Context: an optimization exercise on an open-source flow, tuned for small area. The choices shown serve that exercise and are no tape-out recipe. Only simulation tests tie the RTL to the original design; equivalence was not proved. Power and IR drop assume default switching activity.

Design defog_top, start of the top module:
module defog_top(
	input	clk,
	input	nrst,
	input	[7:0]	r,
	input	[7:0]	g,
	input	[7:0]	b,
	input	hsync,
	input	vsync,
	input	en,
	input	frame_done_flag,
	input	[7:0]	atmos,
	output	[7:0]	defogged_r,
	output	[7:0]	defogged_g,
	output	[7:0]	defogged_b,
	output	o_hsync,
	output	o_vsync,
	output	o_en,
	output	reg [7:0]	max_of_dark
);
export LEC_CHECK = 0
export ABC_AREA = 1
export CAP_MARGIN = 20
export CORE_MARGIN = 2
export CORE_UTILIZATION = 70
export GPL_TIMING_DRIVEN = 0
export PLACE_DENSITY = 0.8
export SLEW_MARGIN = 20
create_clock -name core_clock -period 6.734 [get_ports {clk}]
standard.sh (not shown) runs the stock make flow with config.mk's settings and CLKGATE_MAP_FILE= SYNTH_SCRIPT=/design/flow/synth_recipe.tcl, a recipe that flattens the netlist after the stock synthesis.
==> flow/flow/run.sh <==
#!/bin/bash
# The standard layout (standard.sh, with its synthesis unchanged), with:
# - after synthesis, the netlist between the registers is improved for area;
#   registers keep their instances, names and cell types:
#   1. flow/fapol.py flips full-adder cells (FA is self-dual) to need fewer
#      inverters,
#   2. flow/resyn.sh re-maps the gates between registers and adders with ABC
#      for area;
# - port buffers: every input and output port still gets its own buffer,
#   the small sky130_fd_sc_hd__buf_1 instead of the default choice;
# - clock tree: sinks clustered into fewer, larger clusters, no dummy loads.
# Each tool's output goes to a log of its own in this folder.
set -euo pipefail
export BUFFER_PORTS_ARGS="-buffer_cell sky130_fd_sc_hd__buf_1"
export CTS_ARGS="-sink_clustering_enable -repair_clock_nets -sink_clustering_size 12 -sink_clustering_max_diameter 40 -buf_list sky130_fd_sc_hd__clkbuf_4 -dont_use_dummy_load"
bash standard.sh synth > synth.log 2>&1
R=orfs/results/${FLOW_PLATFORM}/defog_top/base
cp $R/1_2_yosys.v yosys_netlist.v
cp yosys_netlist.v net_in.v
if python3 flow/fapol.py net_in.v fapol_netlist.v > fapol.log 2>&1; then
  cp fapol_netlist.v net_in.v
fi
if bash flow/resyn.sh net_in.v resyn_netlist.v > resyn.log 2>&1; then
  cp resyn_netlist.v net_in.v
fi
cp net_in.v $R/1_2_yosys.v
touch $R/1_2_yosys.v
bash standard.sh > layout.log 2>&1
Other scripts of this flow, unchanged in this note and not shown: flow/flow/fapol.py, flow/flow/resyn.abc, flow/flow/resyn.sh
Edit:
--- a/flow/design.v
+++ b/flow/design.v
@@ -1,12 +1,13 @@
 module defog_channel(
 	input	[7:0]	f,
 	input	[4:0]	qdn,
 	input	[7:0]	an,
+	input	z,
 	output	[7:0]	out
 );
 wire [7:0] e = ~f;
 wire [7:0] pp0 = ~(f | {8{qdn[0]}});
 wire [7:0] pp1 = ~(f | {8{qdn[1]}});
 wire [7:0] pp2 = ~(f | {8{qdn[2]}});
 wire [7:0] pp3 = ~(f | {8{qdn[3]}});
 wire [7:0] pp4 = ~(f | {8{qdn[4]}});
@@ -100,17 +101,17 @@
 defog_ha t_ha85(.a(t_53), .b(t_83), .s(t_84), .co(t_85));
 wire t_86, t_87;
 defog_fa t_fa87(.a(t_61), .b(t_54), .ci(t_85), .s(t_86), .co(t_87));
 wire t_88, t_89;
 defog_fa t_fa89(.a(t_62), .b(t_67), .ci(t_87), .s(t_88), .co(t_89));
 wire t_90, t_91;
 defog_fa t_fa91(.a(t_71), .b(t_68), .ci(t_89), .s(t_90), .co(t_91));
 wire [7:0] w = {t_90, t_88, t_86, t_84, t_82, t_80, t_78, t_76};
-wire zero = t_70 | t_72 | t_91;
+wire zero = t_70 | t_72 | t_91 | z;
 assign out = ~(w[7:0] | {8{zero}});
 endmodule
 module defog_fa(input a, input b, input ci, output s, output co);
 assign s = a ^ b ^ ci;
 assign co = (a & b) | (a & ci) | (b & ci);
 endmodule
 module defog_ha(input a, input b, output s, output co);
 assign s = a ^ b;
@@ -437,29 +438,32 @@
 		8'd253: qd = 5'd29;
 		8'd254: qd = 5'd29;
 		8'd255: qd = 5'd29;
 		default: qd = 5'd0;
 	endcase
 end
 wire [7:0] an = ~atmos;
 wire [7:0] fr, fg, fb;
-defog_sub sr(.an(an), .c(r2), .f(fr));
-defog_sub sg(.an(an), .c(g2), .f(fg));
-defog_sub sb(.an(an), .c(b2), .f(fb));
+wire zr, zg, zb;
+defog_sub sr(.an(an), .c(r2), .f(fr), .z(zr));
+defog_sub sg(.an(an), .c(g2), .f(fg), .z(zg));
+defog_sub sb(.an(an), .c(b2), .f(fb), .z(zb));
 reg [4:0] qdn3;
 reg [23:0] f3;
+reg [2:0] z3;
 always @(posedge clk) begin
 	qdn3 <= ~qd;
 	f3 <= {fr, fg, fb};
+	z3 <= {zr, zg, zb};
 end
 wire [23:0] res;
-defog_channel ur(.f(f3[23:16]), .qdn(qdn3), .an(an), .out(res[23:16]));
-defog_channel ug(.f(f3[15:8]), .qdn(qdn3), .an(an), .out(res[15:8]));
-defog_channel ub(.f(f3[7:0]), .qdn(qdn3), .an(an), .out(res[7:0]));
+defog_channel ur(.f(f3[23:16]), .qdn(qdn3), .an(an), .z(z3[2]), .out(res[23:16]));
+defog_channel ug(.f(f3[15:8]), .qdn(qdn3), .an(an), .z(z3[1]), .out(res[15:8]));
+defog_channel ub(.f(f3[7:0]), .qdn(qdn3), .an(an), .z(z3[0]), .out(res[7:0]));
 reg [23:0] d4, d5, d6, d7, d8, d9, d10, d11, d12;
 always @(posedge clk) begin
 	d4 <= res;
 	d5 <= d4;
 	d6 <= d5;
 	d7 <= d6;
 	d8 <= d7;
 	d9 <= d8;
@@ -485,18 +489,19 @@
 	s11 <= s10;
 	s12 <= s11;
 end
 assign {o_hsync, o_vsync, o_en} = s12 & {3{cnt_done}};
 endmodule
 module defog_sub(
 	input	[7:0]	an,
 	input	[7:0]	c,
-	output	[7:0]	f
+	output	[7:0]	f,
+	output	z
 );
-wire [7:0] cy;
+wire [8:0] cy;
 defog_ha h0(.a(an[0]), .b(c[0]), .s(f[0]), .co(cy[1]));
 genvar i;
-generate for (i = 1; i < 7; i = i + 1) begin : gsub
+generate for (i = 1; i < 8; i = i + 1) begin : gsub
 	defog_fa fa(.a(an[i]), .b(c[i]), .ci(cy[i]), .s(f[i]), .co(cy[i+1]));
 end endgenerate
-assign f[7] = an[7] ^ c[7] ^ cy[7];
+assign z = cy[8];
 endmodule
Outcome:
- cell area grows by 0.66%
- synthesized area climbs by 0.93%
- clock skew is lower by 0.0086 ns
- core utilization rose by 0.23 points
- total power shrinks by 5.0%
- first-iteration DRC count climbs by 37%
- final cell count is higher by 0.48%
- clock power goes up by about 1%

[port drivers added, routing unchanged]
The flow's constraints put no driver on any port. The routed layouts listed below were extracted and timed again, unchanged, in two steps. Step 1: set_driving_cell puts a clkbuf_16 on clk and a buf_2 on each other input, an assumption about the parent block. Step 2 times the ports against the registers' clock, not the clock port: input delays grow and output delays shrink by t, the midpoint of the rising clock arrivals with the driver on. Slacks: ideal ports / drivers / drivers and shift; pairs: ideal ports / drivers.
| run | t, ns | setup WS [ns] | worst setup path after step 2 |
|---|---|---|---|
| the first run | 0.635 | 0.656 / 0.656 / 0.420 | input to register |
| the second run | 0.651 | 0.623 / 0.623 / 0.623 | register to register |
After both steps setup and hold are still met in every run listed. For the first run, which loses most, drivers alone change the setup slack by 0.000 ns; drivers and shift together by -0.236 ns.
